Context: an optimization exercise on an open-source flow, tuned for small area, a short achievable clock period and few clock cycles. The choices shown serve that exercise and are no tape-out recipe. The RTL was checked by simulation tests, not by an equivalence proof against the original design. Power is estimated from default activity; no workload was simulated.

== v21 ==
Design zhxpu_core, start of the top module:
module zhxpu_core(
	input clk,
	input rst,
	output wire [15:0] imem_addr,
	input [15:0] imem_rdata,
	input imem_ready,
	output wire [15:0] dmem_addr,
	output wire [15:0] dmem_wdata,
	output wire dmem_we,
	output wire dmem_re,
	input [15:0] dmem_rdata,
	input dmem_ready
);
Settings: LEC_CHECK=0, ABC_AREA=1, CAP_MARGIN=20, CORE_MARGIN=2, CORE_UTILIZATION=60, CTS_BUF_LIST=sky130_fd_sc_hd__clkbuf_8, SETUP_SLACK_MARGIN=5, SLEW_MARGIN=20, TNS_END_PERCENT=10; clock period 9.0 ns.
standard.sh (not shown) runs the stock make flow with config.mk's settings and CLKGATE_MAP_FILE= SYNTH_SCRIPT=/design/flow/synth_recipe.tcl, a recipe that flattens the netlist after the stock synthesis.
==> flow/flow/run.sh <==
#!/bin/bash
set -euo pipefail
bash standard.sh "BUFFER_PORTS_ARGS=-buffer_cell sky130_fd_sc_hd__buf_2" SETUP_SLACK_MARGIN=5.5 finish > standard_flow.log 2>&1
v21 has completed all stages; timing, DRC and antenna checks passed.
Testbench counts of v21, summed over its fixed seeds: cycles 41,488.
diff inputs: v21 => v10
Settings: CORE_UTILIZATION now 50, was 60.
- Compared with v21, v10 shows a higher clock skew.
- v10 gives more minimum period implied by the final worst setup slack than v21 did.
- v10 vs. v21: portion of the clock cycle consumed by the worst path in the final layout went up by 0.99 points.
- Setup WNS v21 -> v10: worse
- Going from v21 to v10, the power attributed to the clock group was found to have gone up by about 5%.
- Between v10 and v21, it is v10 whose share of layout cells above drive strength 1 is higher, by 0.21 points.
Input changes introduced in v57 (baseline for comparison: v10):
Settings: CORE_UTILIZATION changed from 50 to 60.
==> flow/flow/run.sh <==
#!/bin/bash
set -euo pipefail
bash standard.sh "BUFFER_PORTS_ARGS=-buffer_cell sky130_fd_sc_hd__buf_2" SETUP_SLACK_MARGIN=6 finish > standard_flow.log 2>&1
## What came out
Compared with v10, v57 ends up with a larger final cell area. Compared with v10, v57 shows non-filler instance count after layout that has gone down slightly. Changes observed in v57 relative to v10: power density over the cells -3.4%; met2 track utilization from global routing increased by 9.0 points relative to the old numbers.
Inputs modified between v57 and v18:
==> flow/flow/run.sh <==
#!/bin/bash
set -euo pipefail
bash standard.sh "BUFFER_PORTS_ARGS=-buffer_cell sky130_fd_sc_hd__buf_2" SETUP_SLACK_MARGIN=6.5 finish > standard_flow.log 2>&1
- Between v57 and v18, the flow reports total net switching power increasing by a little under 10%.
- On critical path arrival, the lower figure sits with v57, not v18.
- Final core utilization delta for v18 relative to v57: 5.1 points higher
- Compared with v57, v18 ends up with more cell area.
- Relative area change from synthesis to final layout in v18 vs v57: up 8.3 points
- The lower total internal power came out of v57.

========
Another version of the RTL of zhxpu_core (not shown whole).
Size in the first run: about 1800 cells after synthesis, about 270 flip-flops, ~86 I/O pins, ~19000 sq um of cells after synthesis.
## zhxpu_core
module zhxpu_core(
	input clk,
	input rst,
	output wire [15:0] imem_addr,
	input [15:0] imem_rdata,
	input imem_ready,
	output wire [15:0] dmem_addr,
	output wire [15:0] dmem_wdata,
	output wire dmem_we,
	output wire dmem_re,
	input [15:0] dmem_rdata,
	input dmem_ready
);
	reg [15:0] pc;           
	reg [15:0] ir;           
	reg [15:0] id_pc1;       
	reg [15:0] gpr [0:7];
	reg [15:0] sp, ih, ra;
	reg t;
	reg [15:0] ex_a, ex_b;
	reg ex_cin;
	reg ex_and, ex_or, ex_shl, ex_shr, ex_arith;
	reg ex_ld, ex_st, ex_cmp, ex_wr;
	reg [3:0] ex_dst;        
	wire ex_mem = ex_ld | ex_st;
	wire hold = !imem_ready || (ex_mem && !dmem_ready);
	wire [15:0] sum = ex_a + ex_b + {15'b0, ex_cin};
	wire big = |ex_a[15:4];
	wire fill = ex_arith & ex_b[15];
	wire [31:0] shr_in = {{16{fill}}, ex_b};
	wire [31:0] shr_full = shr_in >> (big ? 5'd16 : {1'b0, ex_a[3:0]});
	wire [15:0] shl_res = ex_b << ex_a[3:0];
	reg [15:0] ex_res;
	always @(*) begin
		if (ex_ld) ex_res = dmem_rdata;
		else if (ex_and) ex_res = ex_a & ex_b;
		else if (ex_or) ex_res = ex_a | ex_b;
		else if (ex_shl) ex_res = shl_res;
		else if (ex_shr) ex_res = shr_full[15:0];
		else ex_res = sum;
	end
	wire ex_t = (ex_a != ex_b);
	assign dmem_addr = ex_a;
	assign dmem_wdata = ex_b;
	assign dmem_we = ex_st;
	assign dmem_re = ex_ld;
	always @(posedge clk) begin
		if (!hold) begin
			if (ex_wr) begin
				case (ex_dst)
					4'd8: sp <= ex_res;
					4'd9: ih <= ex_res;
					4'd10: ra <= ex_res;
					default: gpr[ex_dst[2:0]] <= ex_res;
				endcase
			end
			if (ex_cmp) t <= ex_t;
		end
	end
	wire [4:0] op = ir[15:11];
  ...
clock: 9.0 ns
lec_check: 0
abc_clock_period_in_ps: 4000
cap_margin: 20
core_margin: 2
core_utilization: 40
setup_slack_margin: 5
slew_margin: 20
run.sh (not shown) runs the stock make flow with config.mk's settings and CLKGATE_MAP_FILE= SYNTH_SCRIPT=/design/flow/synth_recipe.tcl, a recipe that flattens the netlist after the stock synthesis.
Stock flow here: none of the scripts above is used.
Testbench counts at the start, summed over its fixed seeds: cycles 41,477.
Next try:
- ABC_CLOCK_PERIOD_IN_PS: 4000 -> default
- SETUP_SLACK_MARGIN: 5 -> default
Outcome: Design area came out lower by 13%; clock skew came out lower by 0.0078 ns; power came out lower by 4.9%; routed wire length came out lower by 13%; synthesized area stays the same; die area stays the same; clock-buffer cell count stays the same.

========
Setup of P:
zhxpu_core, a different RTL version from the one above (not shown whole).
Size in the first run: ~2000 cells after synthesis, ~260 flip-flops, about 86 I/O pins, about 0.016 mm^2 of cells after synthesis.
Settings: LEC_CHECK=0, ABC_AREA=1, CAP_MARGIN=20, CORE_MARGIN=2, CORE_UTILIZATION=60, CTS_BUF_LIST=sky130_fd_sc_hd__clkbuf_4 sky130_fd_sc_hd__clkbuf_8, SETUP_SLACK_MARGIN=5, SLEW_MARGIN=20, TNS_END_PERCENT=10; clock period 9.0 ns.
standard.sh (not shown) runs the stock make flow with config.mk's settings and CLKGATE_MAP_FILE= SYNTH_SCRIPT=/design/flow/synth_recipe.tcl, a recipe that flattens the netlist after the stock synthesis.
==> flow/flow/run.sh <==
#!/bin/bash
set -euo pipefail
bash standard.sh "BUFFER_PORTS_ARGS=-buffer_cell sky130_fd_sc_hd__buf_2" finish > standard_flow.log 2>&1
P: all stages complete, timing, DRC and antenna checks passed
Testbench counts of P, summed over its fixed seeds: cycles 41,488.
For Q, these inputs were changed with respect to P:
Settings: changing CTS_BUF_LIST from sky130_fd_sc_hd__clkbuf_4 sky130_fd_sc_hd__clkbuf_8 to sky130_fd_sc_hd__clkbuf_8.
--- outcome ---
| number of nets in the finished design | Q vs P | ≈ equal |. Compared with P, Q shows final standard cell utilization of the core lower by 0.25 points. Wire length after detailed routing delta for Q relative to P: about 0.6% lower. met3 track demand over resource in global routing was higher in P than in Q. Between P and Q, the difference in via total after detailed routing is negligible.
## Diff of input files: R against Q
==> flow/run.sh (new file) <==
#!/bin/bash
# synth_recipe.tcl (not shown) runs the flow's synth.tcl, then flattens the netlist and writes it again
# the make line also repeats each setting of config.mk as NAME=value (left out here)
make -C /OpenROAD-flow-scripts/flow DESIGN_CONFIG=/design/flow/config.mk WORK_HOME=/design/flow/orfs CLKGATE_MAP_FILE= SYNTH_SCRIPT=/design/flow/synth_recipe.tcl finish
removed: flow/flow/run.sh
removed: flow/standard.sh
--- outcome ---
R finished every step from synthesis to the final layout, and the layout passed the timing, design-rule and antenna checks. Q ended up with gpr[0][2]$_DFFE_PP_ as its end point of the critical path; R ended up with ex_b[2]$_DFFE_PN_. Sort R and Q by fmax, descending, and Q comes first. Going from Q to R, total power grows by 0.18 mW. In the final reports, the cell area of R is larger than that of Q. Re fraction of the mapped netlist area in adder cells: no difference whatsoever between R and Q. R vs Q on share of the core filled with cells in the final layout: R is the higher one. Compared with Q, in R delay of the slowest cell on the worst path increased by 0.05 ns relative to the old numbers; relative contribution of combinational cells to total power up 0.5 points. Comparing R and Q, the lower relative area of non-clock buffer cells in the final design is on Q. Summary of R over Q: routed wire length saw an increase; critical path depth saw an increase.
Changes in S relative to R:
==> flow/flow/run.sh (new file) <==
#!/bin/bash
set -euo pipefail
bash standard.sh "BUFFER_PORTS_ARGS=-buffer_cell sky130_fd_sc_hd__buf_2" SETUP_SLACK_MARGIN=5.5 finish > standard_flow.log 2>&1
==> flow/standard.sh (new file) <==
#!/bin/bash
# synth_recipe.tcl (not shown) runs the flow's synth.tcl, then flattens the netlist and writes it again
# the make line also repeats each setting of config.mk as NAME=value (left out here)
make -C /OpenROAD-flow-scripts/flow DESIGN_CONFIG=/design/flow/config.mk WORK_HOME=/design/flow/orfs CLKGATE_MAP_FILE= SYNTH_SCRIPT=/design/flow/synth_recipe.tcl "${@:-finish}"
removed: flow/run.sh
[summary]
S: PASS, flow complete, no timing, DRC or antenna violations
Routed wire length delta for S relative to R: about 2.4% lower
Looking at cell area reported after detailed placement, S sits below R.
Any difference in sequential cell area between S and R is small enough to ignore.
Higher via count goes to R over S.
Cell area | S vs R | S smaller

========
Starting RTL as in the previous note.
export LEC_CHECK = 0
export ABC_AREA = 1
export CAP_MARGIN = 20
export CORE_MARGIN = 2
export CORE_UTILIZATION = 60
export CTS_BUF_LIST = sky130_fd_sc_hd__clkbuf_8
export SETUP_SLACK_MARGIN = 5
export SLEW_MARGIN = 20
export TNS_END_PERCENT = 10
create_clock -name core_clock -period 9.0 [get_ports {clk}]
==> flow/flow/run.sh <==
#!/bin/bash
set -euo pipefail
bash standard.sh SETUP_SLACK_MARGIN=6 finish > standard_flow.log 2>&1
The first run finished clean.
Testbench counts at the start, summed over its fixed seeds: cycles 41,488.
Rerun with:
==> flow/flow/run.sh (replaced) <==
#!/bin/bash
set -euo pipefail
bash standard.sh "BUFFER_PORTS_ARGS=-buffer_cell sky130_fd_sc_hd__buf_1" finish > standard_flow.log 2>&1
The new run finished with timing, DRC and antenna clean.
Design area went down by 12%.
Worst setup slack improves by 160 ps.
Utilization went down by 9.2 points.
Clock-buffer cell count stays the same.
Total power went down by about 6%.
Die area does not change.
Fmax went up by 3.9%.
Wire length is lower by 17%.
Global-route usage falls by 7.8 points.

separate check: timing with driven ports:
No port has a modelled driver above. Below, the same layouts with a new extraction and two added sets of constraints. Step 1 (the two cells are an assumption about what drives the block):
set clk [get_ports {clk}]
set_driving_cell -lib_cell sky130_fd_sc_hd__clkbuf_16 $clk
set_driving_cell -lib_cell sky130_fd_sc_hd__buf_2 [delete_from_list [all_inputs] $clk]
Step 2, shift: input delay + t, output delay - t, t = (earliest + latest rising clock arrival at the registers) / 2. This alone moves slack from input paths to output paths. Slacks: ideal / step 1 / step 2; pairs: ideal / step 1.
| run | shift t [ns] | setup slack, ns | worst slew at a driven data input, ns |
|---|---|---|---|
| v21 | 0.636 | 5.531 / 5.531 / 5.086 | 0.03 |
| v10 | 0.678 | 5.442 / 5.442 / 5.348 | 0.05 |
| v57 | 0.620 | 5.790 / 5.740 / 5.516 | 0.04 |
| v18 | 0.649 | 5.800 / 5.754 / 5.526 | 0.04 |
| the first run of note 2 | 0.636 | 4.153 / 4.153 / 3.993 | 0.06 |
| the second run of note 2 | 0.635 | 1.652 / 1.652 / 1.652 | 0.04 |
| P | 0.601 | 4.995 / 5.013 / 4.412 | 0.04 |
| Q | 0.602 | 5.006 / 5.024 / 4.422 | 0.04 |
| R | 0.635 | 4.673 / 4.673 / 4.340 | 0.04 |
| S | 0.617 | 4.881 / 4.881 / 4.619 | 0.04 |
| the first run of note 4 | 0.625 | 4.702 / 4.702 / 4.702 | 0.04 |
| the second run of note 4 | 0.621 | 4.862 / 4.883 / 4.262 | 0.04 |
After both steps setup and hold are still met in every run listed. For the second run of note 4, which loses most, drivers alone change the setup slack by +0.021 ns; drivers and shift together by -0.600 ns.
